Context: an optimization exercise on an open-source flow, tuned for small area, a short achievable clock period and few clock cycles per item. The choices shown serve that exercise and are no tape-out recipe. Function not checked in this run: the RTL went through the layout flow alone. Power is estimated from default activity; no workload was simulated.

===== flow/design.v =====
`default_nettype none
module chacha_BLOCK (
    input  wire           clk_i,
    input  wire           rst_i,
    input  wire [255 : 0] key_i,
    input  wire [95 : 0]  nonce_i,
    input  wire [31 : 0]  counter_i,
    output wire [7 : 0]   keystream_o,
    output wire           keystream_valid_o,
    input  wire           start_i,
    output wire           done_o,
    output wire           ready_o
);
    localparam [127 : 0] CONSTS = {32'h6b206574, 32'h79622d32, 32'h3320646e, 32'h61707865};
    wire [31 : 0] s_in [4 : 15];
    genvar g;
    generate
        for (g = 0; g < 8; g = g + 1) begin : g_key
            assign s_in[4 + g] = key_i[255 - 32*g -: 32];
        end
    endgenerate
    assign s_in[12] = counter_i;
    assign s_in[13] = nonce_i[95 : 64];
    assign s_in[14] = nonce_i[63 : 32];
    assign s_in[15] = nonce_i[31 : 0];
    reg         busy;
    reg         ready_r;
    reg [6 : 0] cnt;
    reg         done_r;
    reg         valid_r;
    reg [5 : 0] vcnt;
    wire accept = start_i & ready_r;
    wire last   = (cnt == 7'd83);
    always @(posedge clk_i) begin
        if (rst_i) begin
            busy    <= 1'b0;
            ready_r <= 1'b1;
            cnt     <= 7'd0;
        end else if (accept) begin
            busy    <= 1'b1;
            ready_r <= 1'b0;
            cnt     <= 7'd0;
        end else if (busy) begin
            if (last) begin
                busy    <= 1'b0;
                ready_r <= 1'b1;
            end else begin
                cnt     <= cnt + 7'd1;
                ready_r <= (cnt == 7'd82);
            end
        end
    end
    wire run    = busy & ~cnt[6] | busy & (cnt[6:4] == 3'b100);    
    wire fin    = busy & (cnt[6:2] == 5'b10100);                   
    wire f0     = fin & (cnt[1:0] == 2'd0);
    wire f1     = fin & (cnt[1:0] == 2'd1);
    wire f23    = fin & cnt[1];
    wire step1  = (cnt[1:0] == 2'd0);
    wire step4  = (cnt[1:0] == 2'd3);
    wire odd_rd = cnt[2];                        
    wire first  = (cnt[6:2] == 5'd0);
    wire mv_dn  = run & ((step4 & ~odd_rd) | (step1 & ~odd_rd & ~first));
    wire mv_up  = run & ((step4 &  odd_rd) | (step1 &  odd_rd));
    wire mv_d   = run & step4;                   
    wire load   = ready_r;                       
    always @(posedge clk_i) begin
        if (rst_i) begin
            done_r  <= 1'b0;
            valid_r <= 1'b0;
            vcnt    <= 6'd0;
        end else begin
            done_r <= f0;
            if (f0) begin
                valid_r <= 1'b1;
                vcnt    <= 6'd0;
            end else if (valid_r) begin
                vcnt <= vcnt + 6'd1;
                if (vcnt == 6'd63) valid_r <= 1'b0;
            end
        end
    end
    assign ready_o           = ready_r;
    assign done_o            = done_r;
    assign keystream_valid_o = valid_r;
    reg  [31 : 0] P [0 : 3];
    reg  [31 : 0] Q [0 : 3];
    reg  [31 : 0] R [0 : 3];
    reg  [31 : 0] T [0 : 3];
    reg  [31 : 0] I0 [0 : 3];
    reg  [31 : 0] I1 [0 : 3];
    reg  [31 : 0] I2 [0 : 3];
    wire [31 : 0] sum [0 : 3];
    generate
        for (g = 0; g < 4; g = g + 1) begin : g_lane
            wire [31 : 0] kc = CONSTS[32*g +: 32];
            wire [31 : 0] pop = f23 ? I0[g] : P[g];
            wire [31 : 0] qop = f0 ? kc : (f1 ? I0[g] : Q[g]);
            wire [31 : 0] s   = pop + qop;
            wire [31 : 0] x   = T[g] ^ s;
            reg  [31 : 0] tn;
            always @(*) begin
                if (fin) tn = T[g];
                else case (cnt[1:0])
                    2'd0: tn = {x[15:0], x[31:16]};
                    2'd1: tn = {x[19:0], x[31:20]};
                    2'd2: tn = {x[23:0], x[31:24]};
                    default: tn = {x[24:0], x[31:25]};
                endcase
            end
            assign sum[g] = s;
            always @(posedge clk_i) begin
                if (load) begin
                    P[g] <= kc;
                    Q[g] <= s_in[4 + g];
                    R[g] <= s_in[8 + g];
                    T[g] <= s_in[12 + g];
                    I0[g] <= s_in[8 + (g + 1) % 4];
                    I1[g] <= s_in[4 + g];
                    I2[g] <= s_in[12 + g];
                end else begin
                    P[g] <= mv_dn ? R[(g + 3) % 4] : (mv_up ? R[(g + 1) % 4] : R[g]);
                    Q[g] <= tn;
                    R[g] <= s;
                    T[g] <= mv_d ? Q[(g + 2) % 4] : Q[g];
                    I0[g] <= I1[g];
                    I1[g] <= I2[g];
                    I2[g] <= I0[g];
                end
            end
        end
    endgenerate
    reg  [7 : 0] O [0 : 60];
    integer p;
    always @(posedge clk_i) begin
        for (p = 0; p < 60; p = p + 1) O[p] <= O[p + 1];
        if (f0) begin
            for (p = 0; p < 16; p = p + 1) O[p] <= sum[p / 4][8*(p % 4) +: 8];
        end
        if (f1) begin
            for (p = 0; p < 16; p = p + 1) O[31 + p] <= sum[((p / 4) + 3) % 4][8*(p % 4) +: 8];
        end
        if (fin & (cnt[1:0] == 2'd2)) begin
            for (p = 0; p < 16; p = p + 1) O[14 + p] <= sum[p / 4][8*(p % 4) +: 8];
        end
        if (fin & (cnt[1:0] == 2'd3)) begin
            for (p = 0; p < 16; p = p + 1) O[45 + p] <= sum[p / 4][8*(p % 4) +: 8];
        end
    end
    assign keystream_o = O[0];
endmodule

===== flow/run.sh =====
#!/bin/bash
# synth_recipe.tcl (not shown) runs the flow's synth.tcl, then flattens the netlist and writes it again
# the make line also repeats each setting of config.mk as NAME=value (left out here)
make -C /OpenROAD-flow-scripts/flow DESIGN_CONFIG=/design/flow/config.mk WORK_HOME=/design/flow/orfs CLKGATE_MAP_FILE= SYNTH_SCRIPT=/design/flow/synth_recipe.tcl finish

===== flow/config.mk =====
export PLATFORM = sky130hd
export DESIGN_NAME = chacha_BLOCK
export DESIGN_NICKNAME = chacha_BLOCK
export VERILOG_FILES = /design/flow/design.v
export SDC_FILE = /design/flow/constraint.sdc
export NUM_CORES = 4
export LEC_CHECK = 0
export CAP_MARGIN = 35
export CORE_MARGIN = 2
export CORE_UTILIZATION = 40
export SLEW_MARGIN = 35

===== flow/constraint.sdc =====
create_clock -name core_clock -period 13.5 [get_ports {clk_i}]
set_input_delay 2.7000 -clock core_clock [delete_from_list [all_inputs] [get_ports {clk_i}]]
set_output_delay 2.7000 -clock core_clock [all_outputs]
set_load 0.01 [all_outputs]

==> key figures <==
Final layout
  – Synth-to-Final Area Change: 19.39%
  – Finished Core Util: 48.05%
  – Share of layout cells above drive strength 1: 7.734%
  – Non-Filler Cell Area, Final: 71880 sq um
  – Fin nets: 7967
  – Most frequent cells in the layout: nand2_1, dfxtp_1, o21ai_0, clkdlybuf4s50_1, inv_1
  – Most common cell after layout, fill and taps aside: nand2_1

STA
  – Setup Skew: 28.32 ps
  – Crit share post-route: 56.71%
  – RSZ-0062 raised after global routing: no
  – Final Hold Fails: 0
  – Minimum clock period: 7656 ps
  – Max Fclk: 130.6 MHz
  – Setup Viol. Count Final: 0
  – Hold WS: 323.6 ps
  – Worst setup margin: 5844 ps
  – Setup TNS: 0 ps
  – Final Max Tran Viols: 0
  – Rel. slew slack: 21.04%
  – Tightest Pin Transition: 1176 ps

Routing
  – Pre-antenna DRT Iters: 7
  – Overall routed net length: 344.7 mm
  – Total number of vias: 59080
  – Vias/cell: 6.149
  – Wirelength per Cell: 35.88 microns
  – DR DRC count: 0
  – Routed Antenna Nets: 0
  – Drt initial violations: 7707

Clock network
  – Postcts setup bufs: 0
  – Clk latency of the worst-skew pair: 840 ps
  – Clock-pin slew on the worst setup and hold paths: 70 ps
  – H-Tree Depth: 4
  – Root buffer cell: clkbuf_16
  – TritonCTS clock tree: done
  – Clk sinks: 1401
  – CTS hold repair buffers: 0
  – CTS buffer count: 153
  – Post-CTS resize count: 0
  – Clock Tree Buf Depth: 3

Status
  – Status: timing/DRC/antenna clean

Placement
  – Post-DP Area: 66470 sq um
  – Gpl congestion: 1.048
  – PortBufs: 397
  – Dpl hpwl: 268.7 mm
  – Setup WS pre-CTS: 5795 ps

Setup path
  – FF-to-FF Start: cnt[1]
  – WP data arrival: 8350 ps
  – Crit path max fanout: 50
  – CP Launch Type: register
  – R2R Path End: Q[2][1]
  – R2r worst-path depth: 23
  – Reg2reg setup slack: 5840 ps
  – CP max-delay cell: xor2_1
  – Crit-path cells: inv_1 > ha_4 > buf_12 > and2_1 > and3_4 > buf_4 > buf_12 > buf_4 > nand2_1 > a21oi_1 > ha_1 > inv_1 > fa_1 > nand2b_1 > a21o_1 > a211o_1 > a21o_1 > a21oi_1 > a21boi_0 > xor2_1 > xnor2_1 > a222oi_1 > o21ai_0
  – Number of stages on the worst setup path: 23
  – Required time worst endpoint: 14200 ps
  – CP top delay family: compound AO/OA/AOI/OAI gates
  – Crit path from: cnt[1]
  – WS Path Type: reg -> reg
  – Max incr delay on CP: 670 ps
  – WP buf/inv: 6
  – Setup crit end kind: register

Synthesis
  – Synth top area cells: dfxtp_1, o21ai_0, nand2_1, clkbuf_1, ha_1
  – Register area share after synthesis: 46.72%
  – Ys async rst share: 0%
  – Yosys cell types: 82
  – YS warnings: 9
  – Gate Count Post-Synth: 7282
  – Cell taking the most area after synthesis: dfxtp_1
  – Post-synth net total: 7804
  – Synth Register Bits: 1401
  – Syn_area_per_cell: 8.268 sq um
  – Number of synthesized flops with an enable pin: 8
  – Top_reg_cell synth: dfxtp_1
  – Post-synth top area share: 46.32%
  – Mapped cell area: 60210 sq um

Global route
  – GRT overflow: 0
  – Initial antenna violation count: 70
  – Pin count of the biggest net entering global routing: 183
  – All-Layer GR Usage: 43.83%
  – Vias in the first global route: 54970
  – First-pass GRT wire length: 459.1 mm

Floorplan
  – IO Pins: 398
  – DIE WIDTH: 392.0 microns
  – Core area: 149600 sq um
  – Area of the die: 153600 sq um
  – Row count: 142
  – Initial Util: 40.25%
  – Die Ht: 392.0 microns

Worst hold path
  – Hold path depth: 0
  – HP Class: reg -> reg
  – HP Start: O[31][7]
  – Min-Delay Endpoint: O[30][7]

Pwr
  – Peak supply drop: 0.1305 mV
  – Power Dens Cells: 252.3 nW/um^2
  – Leak: 31.51 nW

Run
  – Number of max-cap violations: 0
==> cell usage after synthesis, drive strengths merged (31+ instances only) <==
cell type / n
inv: 346
mux2i: 137
a311oi: 75
o21ai: 1377
nand3: 96
xor2: 67
ha: 131
nand2: 1585
a221o: 77
o211ai: 76
clkbuf: 487
nor3: 35
nor2: 191
a22oi: 70
o221ai: 31
mux2: 107
a221oi: 68
dfxtp: 1393
a31oi: 34
xnor2: 175
a21oi: 310
a21o: 67
==> per-stage QoR <==
stage	power [mW]	std cells
final	18.14	9608
after global placement	13.26	9302
after floorplan	8.934	7282
after global routing	18.39	9583
after detailed placement	13.35	9302
after CTS	17.69	9576
==> layout make-up <==
cell class / count / area [sq um]
diodes: 28 / 70.07
fillers: 14880 / 77720
clock buffers: 226 / 4404
well taps: 2016 / 2522
clock inverters: 48 / 774.5
flip-flops and latches: 1401 / 28130
multi-input cells: 5020 / 29660
inverters: 347 / 1306
repair buffers: 522 / 5016
==> worst max path at each step <==
| stage | end |
|---|---|
| finish | Q[2][1] |
| global placement | Q[0][28] |
| CTS | Q[2][3] |
| global route | Q[2][3] |
| floorplan | Q[0][8] |
| detailed placement | Q[2][3] |
==> report_power, final <==
group / total (mW) / switching [mW] / internal, mW / leakage [nW]
logic: 8.22 / 5.90 / 2.31 / 17.2
registers: 5.52 / 0.780 / 4.74 / 11.8
clock network: 4.40 / 1.90 / 2.50 / 2.53
==> cells by family after synthesis <==
group           share of synthesized area, %
flops                                  46.72
fa+ha+maj                              2.855
mux                                    4.279
buf+inv                                5.370
simple gates                           13.47
xor+xnor                               3.969
compound gates                         23.34
==> flip-flops by register name (all words and copies together), names as in the netlist <==
| signal | count |
|---|---|
| done_r | 1 |
| I0 | 128 |
| I1 | 128 |
| R | 128 |
| Q | 128 |
| P | 128 |
| busy | 1 |
| vcnt | 6 |
| I2 | 128 |
| O | 488 |
| cnt | 7 |
| ready_r | 1 |
| T | 128 |
| valid_r | 1 |
==> routing by layer <==
metal / global-route usage [%] / part of all wire [%] / up-vias
met5: 0 / 0.092 / -
met4: 36.15 / 9.5 / 48
met3: 12.93 / 11 / 983
met2: 63.07 / 41 / 3639
met1: 53.91 / 38 / 28890
li1: - / - / 25530

==> what the ideal ports hide <==
No port has a modelled driver above. Below, the same layout with a new extraction and two added sets of constraints. Step 1: set_driving_cell puts a clkbuf_16 on clk_i and a buf_2 on each other input, an assumption about the parent block. Step 2 also shifts input and output timing later by t, the mid clock arrival at the registers, as if the neighbouring blocks saw the same clock. Slacks: no drivers / after step 1 / after step 2; pairs: no drivers / after step 1.
t, ns: 0.918
setup WS [ns]: 5.844 / 5.844 / 5.844
worst data-port slew with drivers (ns): 0.17
After both steps setup and hold are still met in this run. The setup slack of this run moves by 0.000 ns with the drivers and by 0.000 ns with both steps.
